Context: an optimization exercise on an open-source flow, tuned for small area. The choices shown serve that exercise and are no tape-out recipe.
At most, simulation tests tie the RTL to the original design; equivalence was not proved.

// calc_mvd_cost
module calc_mvd_cost (
    input                       ap_clk,
    input                       ap_rst,
    input                       ap_start,
    input                       ap_ce,
    output logic                ap_done,
    output logic                ap_ready,
    output logic                ap_idle,
    input        [31:0]         x,
    input        [31:0]         y,
    input        [31:0]         mv_shift,
    input        [15:0]         mv_cand_0,
    input        [15:0]         mv_cand_1,
    input        [15:0]         mv_cand_2,
    input        [15:0]         mv_cand_3,
    output logic [63:0]         bitcost,
    output logic                bitcost_ap_vld,
    input        [63:0]         lambda_sqrt_integer_int64,
    input        [63:0]         lambda_sqrt_decimal_int64,
    output logic [63:0]         mvd_cost_int64,
    output logic                mvd_cost_int64_ap_vld
);
Size in the first run: ~2,200 cells after synthesis, ~300 flip-flops, ~0.025 sq mm of cells after synthesis.
==> flow/config.mk <==
export PLATFORM = sky130hd
export DESIGN_NAME = calc_mvd_cost
export DESIGN_NICKNAME = calc_mvd_cost
export VERILOG_FILES = /design/flow/design.v
export SDC_FILE = /design/flow/constraint.sdc
export NUM_CORES = 4
export LEC_CHECK = 0
export CAP_MARGIN = 20
export CORE_MARGIN = 2
export CORE_UTILIZATION = 50
export CTS_CLUSTER_DIAMETER = 100
export CTS_CLUSTER_SIZE = 24
export PLACE_DENSITY = 0.7
export SLEW_MARGIN = 20
==> flow/constraint.sdc <==
create_clock -name core_clock -period 9.0 [get_ports {ap_clk}]
set_input_delay 1.8000 -clock core_clock [delete_from_list [all_inputs] [get_ports {ap_clk}]]
set_output_delay 1.8000 -clock core_clock [all_outputs]
set_load 0.01 [all_outputs]
standard.sh (not shown) runs the stock make flow with config.mk's settings and CLKGATE_MAP_FILE= SYNTH_SCRIPT=/design/flow/synth_recipe.tcl, a recipe that flattens the netlist after the stock synthesis.
==> flow/flow/run.sh <==
#!/bin/bash
set -euo pipefail
work=$(pwd)
mkdir -p custom
# ORFS's synth.tcl, with the ABC script swapped after the preamble sets it
sed 's|^source \$::env(SCRIPTS_DIR)/synth_preamble.tcl$|&\nset abc_args [lreplace $abc_args 1 1 '"$work"'/flow/abc_area_timing.script]|' \
    "$FLOW_HOME/scripts/synth.tcl" > custom/synth.tcl
grep -q abc_area_timing custom/synth.tcl
sed 's|^source \$::env(SCRIPTS_DIR)/synth.tcl$|source '"$work"'/custom/synth.tcl|' synth_recipe.tcl > custom/synth_recipe.tcl
grep -q custom/synth.tcl custom/synth_recipe.tcl
bash standard.sh SYNTH_SCRIPT="$work/custom/synth_recipe.tcl" SYNTH_ARGS=-noabc \
    "BUFFER_PORTS_ARGS=-buffer_cell sky130_fd_sc_hd__buf_1" finish > standard_flow.log 2>&1
==> flow/flow/abc_area_timing.script <==
&get -n
&st
&dch
&nf -R 1000
&put
buffer -c
topo
stime -c
upsize -c
dnsize -c
Then changed:
--- a/flow/design.v
+++ b/flow/design.v
@@ -17,32 +17,24 @@
     output logic                bitcost_ap_vld,
     input        [63:0]         lambda_sqrt_integer_int64,
     input        [63:0]         lambda_sqrt_decimal_int64,
     output logic [63:0]         mvd_cost_int64,
     output logic                mvd_cost_int64_ap_vld
 );
     logic        shift_big;
     assign shift_big = |mv_shift[31:5];
     function automatic logic [17:0] shift_axis(input logic [31:0] v, input logic [4:0] s,
                                                input logic big);
-        logic [31:0] u, w;
-        logic [3:0]  a, b;
+        logic [31:0] u;
         logic [15:0] lo;
         logic        f0, f1;
-        a = 4'b0001 << s[1:0];
-        b = 4'b0001 << s[3:2];
-        for (int i = 0; i < 32; i++)
-            w[i] = (a[0] & v[i]) | (a[1] & (i >= 1 ? v[i - 1] : 1'b0)) |
-                   (a[2] & (i >= 2 ? v[i - 2] : 1'b0)) | (a[3] & (i >= 3 ? v[i - 3] : 1'b0));
-        for (int i = 0; i < 32; i++)
-            u[i] = (b[0] & w[i]) | (b[1] & (i >= 4 ? w[i - 4] : 1'b0)) |
-                   (b[2] & (i >= 8 ? w[i - 8] : 1'b0)) | (b[3] & (i >= 12 ? w[i - 12] : 1'b0));
+        u  = v << s[3:0];
         lo = (s[4] | big) ? 16'd0 : u[15:0];
         f0 = big | (s[4] ? (u[15:0] == 16'h0000) : (u[31:16] == 16'h0000));
         f1 = ~big & (s[4] ? (u[15:0] == 16'hFFFF) : (u[31:16] == 16'hFFFF));
         shift_axis = {f1, f0, lo};
     endfunction
     function automatic logic [4:0] comp_class(input logic [17:0] xa, input logic [15:0] c);
         logic [16:0] t;
         logic [7:0]  rh, ih;
         logic        cl, ch;
         logic [15:0] d;
@@ -73,26 +65,26 @@
         comp_class = {one & sml, l | {4{~sml}}};
     endfunction
     logic [17:0] xa, ya;
     logic [4:0]  ca_h, ca_v, cb_h, cb_v;
     assign xa = shift_axis(x, mv_shift[4:0], shift_big);
     assign ya = shift_axis(y, mv_shift[4:0], shift_big);
     assign ca_h = comp_class(xa, mv_cand_0);
     assign ca_v = comp_class(ya, mv_cand_1);
     assign cb_h = comp_class(xa, mv_cand_2);
     assign cb_v = comp_class(ya, mv_cand_3);
+    logic [5:0]  ma, mb;
+    assign ma = {{1'b0, ca_h[3:0]} + {1'b0, ca_v[3:0]} + {4'd0, ca_h[4] & ca_v[4]}, ca_h[4] ^ ca_v[4]};
+    assign mb = {{1'b0, cb_h[3:0]} + {1'b0, cb_v[3:0]} + {4'd0, cb_h[4] & cb_v[4]}, cb_h[4] ^ cb_v[4]};
     logic [4:0]  vld;
     logic        ap_idle_r, ap_done_r;
-    logic [4:0]  ca_h1, ca_v1, cb_h1, cb_v1;
     logic [5:0]  ma1, mb1, m1, m2, m3, m4, m5;
-    assign ma1 = {{1'b0, ca_h1[3:0]} + {1'b0, ca_v1[3:0]} + {4'd0, ca_h1[4] & ca_v1[4]}, ca_h1[4] ^ ca_v1[4]};
-    assign mb1 = {{1'b0, cb_h1[3:0]} + {1'b0, cb_v1[3:0]} + {4'd0, cb_h1[4] & cb_v1[4]}, cb_h1[4] ^ cb_v1[4]};
     assign m1 = (mb1 < ma1) ? mb1 : ma1;
     logic [29:0] li1, ld1, li2, p2;
     logic [43:0] r3, r4, r5;
     logic [29:0] p1, h2;
     wire [6:0] pt_n = {1'b0, m1} + 7'd4;
     wire pt_one0 = pt_n[0] ^ 1'b0;
     wire pt_two0 = (pt_n[1] & ~pt_n[0] & ~1'b0) | (~pt_n[1] & pt_n[0] & 1'b0);
     wire pt_neg0 = pt_n[1];
     wire pt_one1 = pt_n[2] ^ pt_n[1];
     wire pt_two1 = (pt_n[3] & ~pt_n[2] & ~pt_n[1]) | (~pt_n[3] & pt_n[2] & pt_n[1]);
@@ -606,24 +598,22 @@
             ap_idle_r <= 1'b1;
             ap_done_r <= 1'b0;
         end else if (ap_ce) begin
             vld <= {vld[3:0], ap_start};
             ap_idle_r <= ap_idle;
             ap_done_r <= ap_done;
         end
     end
     always_ff @(posedge ap_clk) begin
         if (ap_ce) begin
-            ca_h1 <= ca_h;
-            ca_v1 <= ca_v;
-            cb_h1 <= cb_h;
-            cb_v1 <= cb_v;
+            ma1 <= ma;
+            mb1 <= mb;
             li1 <= lambda_sqrt_integer_int64[29:0];
             ld1 <= lambda_sqrt_decimal_int64[29:0];
             m2 <= m1;
             li2 <= li1;
             p2 <= p1;
             m3 <= m2;
             r3 <= {h2, p2[13:0]};
             m4 <= m3;
             r4 <= r3;
             m5 <= m4;
First-iteration DRC count fell by 30%.
Routed wire length rose by 1.9%.
Setup slack degrades by 220 ps.
Utilization rose by 2.5 points.
Flip-flop and latch count fell by 8.
Area after synthesis barely changes.
Non-clock buffer count rose by 120.
Cell count rose by 5.6%.
Synthesized cell count rose by 2.2%.
Final area rose by 4.6%.
No functional check of the RTL was part of the second run of this note.

## afterwards: timing with drivers on the ports
Ports are ideal in the flow. The routed layouts listed here were re-timed in OpenROAD. Step 1 (the two cells are an assumption about what drives the block):
set clk [get_ports {ap_clk}]
set_driving_cell -lib_cell sky130_fd_sc_hd__clkbuf_16 $clk
set_driving_cell -lib_cell sky130_fd_sc_hd__buf_2 [delete_from_list [all_inputs] $clk]
Step 2 also shifts input and output timing later by t, the mid clock arrival at the registers, as if the neighbouring blocks saw the same clock. Slacks: ideal / step 1 / step 2; pairs: ideal / step 1.
| run | t (ns) | setup WS [ns] | worst setup path at the end | worst register clock-pin slew, ns | worst slew at a driven data input, ns |
|---|---|---|---|---|---|
| the first run | 0.567 | 0.555 / 0.555 / 0.114 | input to register | 0.10 / 0.10 | 0.09 |
| the second run | 0.562 | 0.332 / 0.361 / -0.201 | input to register | 0.10 / 0.10 | 0.12 |
With both steps, setup timing fails in the second run, where it was met with ideal ports. For the second run, which loses most, drivers alone change the setup slack by +0.029 ns; drivers and shift together by -0.533 ns.
